From an optimization exercise on the open Yosys and OpenROAD flow, aimed at small area; shortcuts taken in it are not production practice.
In this exercise RTL edits were held to simulation tests only and were not proved equivalent to the original.
No activity file was given, so power comes from the tool's default toggle rates.

==> flow/design.v, too long to show whole: its modules and the start of the top module <==
// module qr_fa: 4 lines
// module qr_ha: 4 lines
// module qr_out: 19 lines
// module qr_hbf: 695 lines
// module qr_th: 902 lines
// module qr_engine: 4238 lines
// module qam_rx: 64 lines
module qam_rx(
    input clk,
    input reset,
    input [2:0] sw,
    input signed [17:0] rf_in,
    output signed [17:0] dec_var_i,
    output signed [17:0] dec_var_q
);
  // ...
==> flow/run.sh <==
#!/bin/bash
# synth_recipe.tcl (not shown) runs the flow's synth.tcl, then flattens the netlist and writes it again
# the make line also repeats each setting of config.mk as NAME=value (left out here)
make -C /OpenROAD-flow-scripts/flow DESIGN_CONFIG=/design/flow/config.mk WORK_HOME=/design/flow/orfs CLKGATE_MAP_FILE= SYNTH_SCRIPT=/design/flow/synth_recipe.tcl finish
==> flow/config.mk <==
export PLATFORM = sky130hd
export DESIGN_NAME = qam_rx
export DESIGN_NICKNAME = qam_rx
export VERILOG_FILES = /design/flow/design.v
export SDC_FILE = /design/flow/constraint.sdc
export NUM_CORES = 8
export LEC_CHECK = 0
export CAP_MARGIN = 20
export CORE_MARGIN = 2
export CORE_UTILIZATION = 70
export CTS_CLUSTER_DIAMETER = 80
export CTS_CLUSTER_SIZE = 24
export SLEW_MARGIN = 20
export SYNTH_HIERARCHICAL = 1
export SYNTH_MINIMUM_KEEP_SIZE = 0
==> flow/constraint.sdc <==
create_clock -name core_clock -period 12.0 [get_ports {clk}]
set_input_delay 2.4000 -clock core_clock [delete_from_list [all_inputs] [get_ports {clk}]]
set_output_delay 2.4000 -clock core_clock [all_outputs]
set_load 0.01 [all_outputs]
==> summary.txt, run 1 <==
Floorplanning
The core region is 372000 µm². The total number of tap cells is 4972. For this configuration, the core starts out at a cell density of 70.3%.

Outcome
The violated checks flagged are antenna rules. The flow ran to the end, but the layout failed its checks.

Detailed routing
The amount of wire on met2 after detailed routing is 289 mm. For this run, the detailed router's first-pass iteration total came to 14. The wire length after detailed routing is 661 mm.

The count of nets left with antenna violations once routing finished came out at 1. The count of unresolved DRC violations after routing is 0.

GRT
The global routing usage summed across all routing layers is 35.8%.

Power
The maximum ir drop on the vdd rail is 9960 µV. The sequential-cell power consumption is 24.9 mW. For this design the total switching power over the nets is 33.0 mW.

Worst setup path
The critical path depth in cells is 32. The critical path endpoint category is a flop. The cell family with the largest share of critical-path delay is adder cells.

The critical path is of the reg -> reg type. By instance count, the cell type seen most on the critical path is sky130_fd_sc_hd__fa_1. The depth of the most critical reg-to-reg path is 32. The slowest stage of the critical path is the sky130_fd_sc_hd__fa_1 cell. The most critical setup path has its endpoint at EI.A0[12].

The most critical setup path has its startpoint at ph[0]. The delay of the slowest cell on the worst path is 0.63 ns.

Final layout
The non-clock inverter total of the final layout is 1304. The number of ordinary and repair buffers in the finished layout is 172. The count of multi-input gates is 8905. The fraction of standard cell area that is sequential is 49.2%. The final design instance area without fill is 277000 µm². The fraction of area in non-clock buffers is 0.541%. Across the whole layout, storage elements account for 137000 µm². By area, the class that comes first in the final layout consists of flip-flops and latches. Leaving out filler cells and counting taps, the final layout contains 21927.

Hold path
The cell depth of the worst hold path is 0. The type of the worst min-delay path is reg -> reg.

Synthesis
Dividing the synthesized area by the synthesized cell count gives 15.8 µm². After technology mapping, the gate count stands at 16602.

Timing
Setup repair after global routing left no endpoint under its margin. The final worst clock skew is 0.0860 ns.

Clock tree
The clock drives 6064 sinks. The number of resized instances in the post-cts repair step is 0. The number of buffers inserted by post-CTS setup repair is 0.

Placed design
Counting tap cells, the placed design contains a total of 21417 instances. The worst setup slack before clock tree synthesis is 1.35 ns.
==> module qam_rx, before the edit <==
module qam_rx(
    input clk,
    input reset,
    input [2:0] sw,
    input signed [17:0] rf_in,
    output signed [17:0] dec_var_i,
    output signed [17:0] dec_var_q
);
reg [3:0] p;
always @(posedge clk) p <= reset ? 4'd0 : p + 4'd1;
wire [1:0] q = p[1:0];
wire tick = &q;
wire sym = &p;
wire p0 = p[0];
reg pp0;
always @(posedge clk) pp0 <= p0;
wire neg = q[1] ^ q[0];
wire [17:0] val = neg ? -rf_in : rf_in;
reg [17:0] fl0, fl1, fl2, fl3, fl4, fl5, fl6, fl7, fl8;
always @(posedge clk) begin
    fl0 <= {q[0], val[17:1]};
    fl1 <= fl0; fl2 <= fl1; fl3 <= fl2; fl4 <= fl3;
    fl5 <= fl4; fl6 <= fl5; fl7 <= fl6; fl8 <= fl7;
end
function signed [17:0] g(input [17:0] f, input b);
    g = (f[17] == b) ? {f[16], f[16:0]} : 18'd0;
endfunction
wire signed [17:0] ta = g(fl2, p0), tc = g(fl4, p0), te = g(fl5, p0), td = g(fl6, p0), tb = g(fl8, p0);
wire [17:0] th;
qr_th TH (.a(ta), .b(tb), .c(tc), .d(td), .e(te), .y(th));
reg signed [17:0] d1i, d1q;
always @(posedge clk) begin
    if (!p0) d1i <= th;
    if (p0) d1q <= th;
end
wire signed [17:0] y4i, y4q;
qr_hbf #(.OFF(1)) HI (.clk(clk), .p0(p0), .pp0(pp0), .din(d1i), .y(y4i));
qr_hbf #(.OFF(0)) HQ (.clk(clk), .p0(p0), .pp0(pp0), .din(d1q), .y(y4q));
reg signed [16:0] h4d;
always @(posedge clk) if (p0) h4d <= y4q[17:1];
reg [1:0] ph;                  
always @(posedge clk) ph <= ph + 2'd1;
reg pend, win, ptk;
reg [3:0] tk;
reg [1:0] qd1, qd2, qd3;
wire act = (ph == 2'd0) ? pend : win;
wire wst = (ph == 2'd0) & pend;
always @(posedge clk) begin
    pend <= tick | (pend & ~wst);
    win <= act & (ph != 2'd3);
    ptk <= act & (ph != 2'd3) & (ptk | tick);
    tk <= {tk[2:0], tick};
    qd1 <= q; qd2 <= qd1; qd3 <= qd2;
end
wire init = tk[0];
wire itv = ~|tk;
wire signed [17:0] yi, yq;
qr_engine EI (.clk(clk), .tick(tick), .act(act), .ph(ph), .wst(wst), .ptk(ptk), .init(init),
              .itv(itv), .icl(qd3), .din(y4i[17:1]), .y(yi));
qr_engine EQ (.clk(clk), .tick(tick), .act(act), .ph(ph), .wst(wst), .ptk(ptk), .init(init),
              .itv(itv), .icl(qd3), .din(h4d), .y(yq));
qr_out OI (.clk(clk), .tick(tick), .sym(sym), .sw(sw), .x(yi), .y(dec_var_i));
qr_out OQ (.clk(clk), .tick(tick), .sym(sym), .sw(sw), .x(yq), .y(dec_var_q));
endmodule
==> run 2: changes to the inputs <==
--- a/flow/design.v
+++ b/flow/design.v
@@ -25,17 +25,17 @@
 endcase
 always @(posedge clk) if (sym) y <= rx;
 endmodule
 module qr_hbf #(parameter OFF = 0) (
     input clk,
     input p0,
     input pp0,
     input signed [17:0] din,
-    output reg signed [17:0] y
+    output signed [16:0] yh    
 );
 localparam N = 9 + OFF;
 reg [17*N-1:0] xf;
 always @(posedge clk) if (p0) xf <= {xf[17*(N-1)-1:0], din[17:1]};
 wire signed [16:0] x2 = xf[17*(2+OFF) +: 17], x3 = xf[17*(3+OFF) +: 17], x5 = xf[17*(5+OFF) +: 17], x8 = xf[17*(8+OFF) +: 17];
 wire signed [16:0] ma = pp0 ? x2 : x3;
 wire signed [16:0] mb = pp0 ? x8 : x5;
 wire [17:0] mae = {ma[16], ma}, mbe = {mb[16], mb};
@@ -713,17 +713,19 @@
 wire ky_s11, ky_k11; qr_fa ky_u11 (.a(p_ra[11]), .b(p_rb[11]), .c(ky_k10), .s(ky_s11), .k(ky_k11));
 wire ky_s12, ky_k12; qr_fa ky_u12 (.a(p_ra[12]), .b(p_rb[12]), .c(ky_k11), .s(ky_s12), .k(ky_k12));
 wire ky_s13, ky_k13; qr_fa ky_u13 (.a(p_ra[13]), .b(p_rb[13]), .c(ky_k12), .s(ky_s13), .k(ky_k13));
 wire ky_s14, ky_k14; qr_fa ky_u14 (.a(p_ra[14]), .b(p_rb[14]), .c(ky_k13), .s(ky_s14), .k(ky_k14));
 wire ky_s15, ky_k15; qr_fa ky_u15 (.a(p_ra[15]), .b(p_rb[15]), .c(ky_k14), .s(ky_s15), .k(ky_k15));
 wire ky_s16, ky_k16; qr_fa ky_u16 (.a(p_ra[16]), .b(p_rb[16]), .c(ky_k15), .s(ky_s16), .k(ky_k16));
 wire ky_s17, ky_k17; qr_fa ky_u17 (.a(p_ra[17]), .b(p_rb[17]), .c(ky_k16), .s(ky_s17), .k(ky_k17));
 wire [17:0] yn = {ky_s17, ky_s16, ky_s15, ky_s14, ky_s13, ky_s12, ky_s11, ky_s10, ky_s9, ky_s8, ky_s7, ky_s6, ky_s5, ky_s4, ky_s3, ky_s2, ky_s1, ky_s0};
-always @(posedge clk) if (p0) y <= yn;
+reg [17:1] y;
+always @(posedge clk) if (p0) y <= yn[17:1];
+assign yh = y;
 endmodule
 module qr_th(
     input signed [17:0] a, b, c, d, e,
     output [17:0] y
 );
 wire k1_g0, k1_p0; qr_ha k1_h0 (.a(a[0]), .b(b[0]), .s(k1_p0), .k(k1_g0));
 wire k1_g1, k1_p1; qr_ha k1_h1 (.a(a[1]), .b(b[1]), .s(k1_p1), .k(k1_g1));
 wire k1_g2, k1_p2; qr_ha k1_h2 (.a(a[2]), .b(b[2]), .s(k1_p2), .k(k1_g2));
@@ -1630,19 +1632,19 @@
   input wst,          
   input ptk,          
   input init,         
   input itv,          
   input [1:0] icl,    
   input signed [16:0] din,   
   output reg signed [17:0] y   
 );
-reg signed [16:0] ds, ds2;
-always @(posedge clk) if (tick) begin ds <= din; ds2 <= ds; end
-wire [16:0] src = ptk ? ds2 : ds;
+reg signed [16:0] ds; reg [16:5] ds2;   
+always @(posedge clk) if (tick) begin ds <= din; ds2 <= ds[16:5]; end
+wire [16:0] src = ptk ? {ds2, ds[4:0]} : ds;
 wire [16:0] su = {~src[16], src[15:0]};
 wire p0 = (ph == 2'd0);
 wire np0 = ~p0;
 wire p3 = (ph == 2'd3);
 wire ph12 = ph[0] ^ ph[1];
 reg [3:0] sdig;
 always @* case (ph) 2'd0: sdig = su[3:0]; 2'd1: sdig = su[8:5]; 2'd2: sdig = su[12:9]; default: sdig = su[16:13]; endcase
 reg [15:0] rg0; reg sd0;
@@ -5890,21 +5892,21 @@
 wire signed [17:0] ta = g(fl2, p0), tc = g(fl4, p0), te = g(fl5, p0), td = g(fl6, p0), tb = g(fl8, p0);
 wire [17:0] th;
 qr_th TH (.a(ta), .b(tb), .c(tc), .d(td), .e(te), .y(th));
 reg signed [17:0] d1i, d1q;
 always @(posedge clk) begin
     if (!p0) d1i <= th;
     if (p0) d1q <= th;
 end
-wire signed [17:0] y4i, y4q;
-qr_hbf #(.OFF(1)) HI (.clk(clk), .p0(p0), .pp0(pp0), .din(d1i), .y(y4i));
-qr_hbf #(.OFF(0)) HQ (.clk(clk), .p0(p0), .pp0(pp0), .din(d1q), .y(y4q));
+wire signed [16:0] y4i, y4q;
+qr_hbf #(.OFF(1)) HI (.clk(clk), .p0(p0), .pp0(pp0), .din(d1i), .yh(y4i));
+qr_hbf #(.OFF(0)) HQ (.clk(clk), .p0(p0), .pp0(pp0), .din(d1q), .yh(y4q));
 reg signed [16:0] h4d;
-always @(posedge clk) if (p0) h4d <= y4q[17:1];
+always @(posedge clk) if (p0) h4d <= y4q;
 reg [1:0] ph;                  
 always @(posedge clk) ph <= ph + 2'd1;
 reg pend, win, ptk;
 reg [3:0] tk;
 reg [1:0] qd1, qd2, qd3;
 wire act = (ph == 2'd0) ? pend : win;
 wire wst = (ph == 2'd0) & pend;
 always @(posedge clk) begin
@@ -5913,14 +5915,14 @@
     ptk <= act & (ph != 2'd3) & (ptk | tick);
     tk <= {tk[2:0], tick};
     qd1 <= q; qd2 <= qd1; qd3 <= qd2;
 end
 wire init = tk[0];
 wire itv = ~|tk;
 wire signed [17:0] yi, yq;
 qr_engine EI (.clk(clk), .tick(tick), .act(act), .ph(ph), .wst(wst), .ptk(ptk), .init(init),
-              .itv(itv), .icl(qd3), .din(y4i[17:1]), .y(yi));
+              .itv(itv), .icl(qd3), .din(y4i), .y(yi));
 qr_engine EQ (.clk(clk), .tick(tick), .act(act), .ph(ph), .wst(wst), .ptk(ptk), .init(init),
               .itv(itv), .icl(qd3), .din(h4d), .y(yq));
 qr_out OI (.clk(clk), .tick(tick), .sym(sym), .sw(sw), .x(yi), .y(dec_var_i));
 qr_out OQ (.clk(clk), .tick(tick), .sym(sym), .sw(sw), .x(yq), .y(dec_var_q));
 endmodule
==> summary.txt, run 2 <==
GRT
The global routing usage summed across all routing layers is 36.7% (was 35.8%). The residual overflow from global routing is 0 (unchanged). The initial antenna violation count was 52 (was 46). The via count of the first global-routing pass is 138689 (was 137171).

The pin count of the biggest net entering global routing is 148 (was 181). The global-route wire length before repair is 980 mm (was 958 mm).

Timing
The total setup violations reported at the end of the flow is 0 (unchanged). The aggregate negative setup slack is 0 ns (unchanged). The final-layout worst hold slack is 0.264 ns (was 0.277 ns). The worst-case headroom to the max-slew limit is 18.5% (was 18.6%). The maximum clock frequency came to 97.6 MHz (was 94.8 MHz). The transition time at the pin with the least slew margin is 1.21 ns (was 1.22 ns). The final worst clock skew is 0.0871 ns (was 0.0860 ns). The number of hold violations in the final report came to 0 (unchanged).

The final period utilization is 85.4% (was 87.9%). The final-report max-slew violation count came to 0 (unchanged). Setup repair after global routing missed its margin: no (unchanged).

The final critical delay including setup and external delays is 10.25 ns (was 10.54 ns).

Synthesis
The combined area of all synthesized cells is 261000 µm² (about the same). The gate count after technology mapping is 16596 (was 16602). The Yosys warning count came to 11 (unchanged). The mean post-synth cell area came to 15.7 µm² (was 15.8 µm²).

Power
The leakage power is 112 nW (about the same). The power after layout is 84.2 mW (was 83.4 mW). The power share of the combinational group is 56.6% (was 56.2%). The sequential fraction of design power is 29.7% (was 29.8%). The internal portion of total power is 50.5 mW (was 50.4 mW). The total net switching power is 33.6 mW (was 33.0 mW). The maximum ir drop on the vdd rail is 11700 µV (was 9960 µV).

The fraction of power spent switching nets was 40.0% (was 39.6%). The power per cell area was 304 nW/µm² (was 301 nW/µm²). The clock share of power is 13.7% (was 13.9%).

Hold path
The type of the worst min-delay path was reg -> reg (unchanged). The terminating pin of the worst hold path is EI.rg46[8] (was EI.rg123[13]). The cell depth of the worst hold path was 0 (unchanged). The startpoint of the most critical hold path is EI.rg46[4] (was EI.rg123[9]).

Clock tree
The maximum level of the CTS H-tree is 5 (unchanged). The cell at the root of the clock tree is sky130_fd_sc_hd__clkbuf_16 (unchanged). The count of clock tree sinks is 6054 (was 6064). The TritonCTS clock tree is built (unchanged). The number of buffers inserted by post-CTS setup repair is 0 (unchanged). The maximum root-to-sink buffer count was 4 (unchanged). The number of buffers inserted by hold repair at cts is 0 (unchanged). The number of buffers added by the clock tree synthesis step is 304 (was 307).

The number of resized instances in the post-cts repair step is 0 (unchanged). The clock-pin slew on the worst setup and hold paths was 0.10 ns (about the same). The clock insertion delay at the later pin of the skew report is 0.99 ns (was 1.01 ns).

Worst setup path
The arrival time of the worst setup path was 10.93 ns (was 11.25 ns). The slowest library cell on the worst path is sky130_fd_sc_hd__dfxtp_1 (was sky130_fd_sc_hd__fa_1). The depth of the most critical reg-to-reg path is 31 (was 32). The critical path endpoint category is a flop (unchanged).

The cell type with the highest occurrence count on the critical path is sky130_fd_sc_hd__fa_1 (unchanged). The delay of the slowest cell on the worst path was 0.72 ns (was 0.63 ns). The critical path class is reg -> reg (unchanged).

The peak fanout along the critical path is 16 (was 38). The kind of start point of the critical path is a flop (unchanged). The worst flop-to-flop path endpoint is EI.A0[12] (unchanged). The critical path data required time is 12.68 ns (was 12.70 ns). The register-to-register setup slack came to 1.75 ns (was 1.46 ns). The source of the worst register-to-register timing path is ptk (was ph[0]).

Final layout
The flip-flop count of the largest register, all copies and words added came to 170 (unchanged). Commonest non-fill, non-tap cells in the layout: sky130_fd_sc_hd__dfxtp_1 (4542), sky130_fd_sc_hd__fa_1 (3636), sky130_fd_sc_hd__edfxtp_1 (1508) (was sky130_fd_sc_hd__dfxtp_1 (4542), sky130_fd_sc_hd__fa_1 (3636), sky130_fd_sc_hd__edfxtp_1 (1518)). The number of nets at the end of the flow came to 21602 (was 21615). The commonest non-fill, non-tap cell in the layout is sky130_fd_sc_hd__dfxtp_1 (unchanged). The fraction of layout cells with a size suffix above 1 is 10.2% (was 10.3%). The final design instance area without fill was 277000 µm² (about the same).

The relative area change from synthesis to final layout is 6.05% (was 6.10%). Largest registers: HI.xf: 170 flops, HQ.xf: 153 flops (unchanged). The count of placed standard cells in the final layout, fillers left out is 21919 (was 21927). The number of fillers in the final layout is 22327 (was 22752). The most flop-heavy register is HI.xf (unchanged).

Detailed routing
The wire length after detailed routing came to 677 mm (was 661 mm). The detailed-route vias per instance is 5.94 (was 5.89). The count of unresolved DRC violations after routing is 0 (unchanged).

The remaining antenna violation count after routing was 0 (was 1). The number of DRC violations after detailed-routing iteration 0 is 14488 (was 13724). The total number of vias is 130145 (was 129110). The number of optimization iterations in the first detailed-route pass is 9 (was 14).

The wire length per cell came to 30.9 µm (was 30.2 µm).

Floorplanning
The die footprint is 378000 µm² (about the same). The chip width came to 615 µm (about the same). The number of placement rows is 224 (unchanged). The effective utilization at floorplan is 70.2% (was 70.3%).

The vertical extent of the die is 615 µm (about the same). The area of the placeable core is 372000 µm² (about the same). The top-level I/O count is 59 (unchanged).

Placed design
The number of port buffers came to 58 (unchanged). The number of instances in the placed design is 21406 (was 21417). The estimated wirelength of the detail-placed design is 548 mm (was 539 mm). The final weighted congestion in routability-driven placement is 1.03 (was 1.05). The cell area after placement was 268000 µm² (about the same).

Run
The max-capacitance violation count is 0 (unchanged).

Outcome
Run status: complete, no violations (was finished with violations).
run 2: critical path: cells and delay by family (launching register included):
family | cells | cell delay [ns]
AOI/OAI and AO/OA | 11 | 2.58
muxes | 1 | 0.36
buffers and inverters | 3 | 0.43
and+or+nand+nor | 1 | 0.12
adders and majority gates | 14 | 5.67
DFF | 1 | 0.72
xor gates and xnor gates | 1 | 0.10
run 2: final cells by class:
| type | instances | area (µm²) | share of cell area (%) |
|---|---|---|---|
| well taps | 4972 | 6220 | 2.25 |
| inverters | 1290 | 4840 | 1.75 |
| flip-flops and latches | 6054 | 136000 | 49.2 |
| multi-input cells | 8925 | 119000 | 42.9 |
| repair buffers | 166 | 1480 | 0.535 |
| clock buffers | 437 | 8260 | 2.98 |
| clock inverters | 57 | 958 | 0.346 |
| diodes | 18 | 45.0 | 0.0163 |
run 2: how the worst max path moves through the flow:
stage	startpoint	to	slack [ns]	depth (start not counted)
floorplan	p[0]	d1i[15]	0.06	35
global placement	qd3[0]	d1i[15]	1.50	36
detailed placement	p[0]	d1i[15]	1.54	34
CTS	p[0]	d1i[15]	1.56	34
global route	p[0]	d1q[15]	1.12	34
finish	ptk	EI.A0[12]	1.75	31
run 2: power by group through the flow:
stage	Combinational (mW)	Clock, mW	Sequential (mW)
global route	53.2	12.3	24.9
floorplan	36.1	0	26.4
global placement	45.8	0	25.7
detailed placement	47.1	0	25.4
finish	47.7	11.6	25.0
CTS	47.9	11.7	25.0
run 2: layer usage:
| metal | track usage [%] | routed length, µm | part of all wire, % | up-vias |
|---|---|---|---|---|
| li1 | - | - | - | 54884 |
| met1 | 54.3 | 285000 | 42 | 68613 |
| met2 | 54.1 | 299000 | 44 | 5595 |
| met3 | 10.2 | 70800 | 10 | 1033 |
| met4 | 10.2 | 22700 | 3.4 | 20 |
| met5 | 0 | 136 | 0.020 | - |
run 2: through the flow:
| stage | utilization (%) | setup WS (ns) |
|---|---|---|
| finish | 74.5 | 1.75 |
| global route | 74.5 | 1.12 |
| CTS | 74.4 | 1.56 |
| detailed placement | 72.0 | 1.54 |
| global placement | 72.0 | 1.50 |
| floorplan | - | 0.0583 |

==> separate check: timing with driven ports <==
No port has a modelled driver above. Below, the same layouts with a new extraction and two added sets of constraints. Step 1 (the two cells are an assumption about what drives the block):
set clk [get_ports {clk}]
set_driving_cell -lib_cell sky130_fd_sc_hd__clkbuf_16 $clk
set_driving_cell -lib_cell sky130_fd_sc_hd__buf_2 [delete_from_list [all_inputs] $clk]
Step 2 adds t to the input delays and takes it off the output delays; t is the mean of the earliest and latest rising clock arrival at the registers after step 1. Input paths then give back, and output paths get back, about the clock's delay inside the block. Slacks: ideal / step 1 / step 2; pairs: ideal / step 1.
run | shift t [ns] | slack for setup (ns) | worst register clock-pin slew, ns | worst data-port slew with drivers (ns)
run 1 | 1.067 | 1.456 / 1.456 / 1.456 | 0.10 / 0.10 | 0.20
run 2 | 1.067 | 1.753 / 1.753 / 1.753 | 0.11 / 0.11 | 0.24
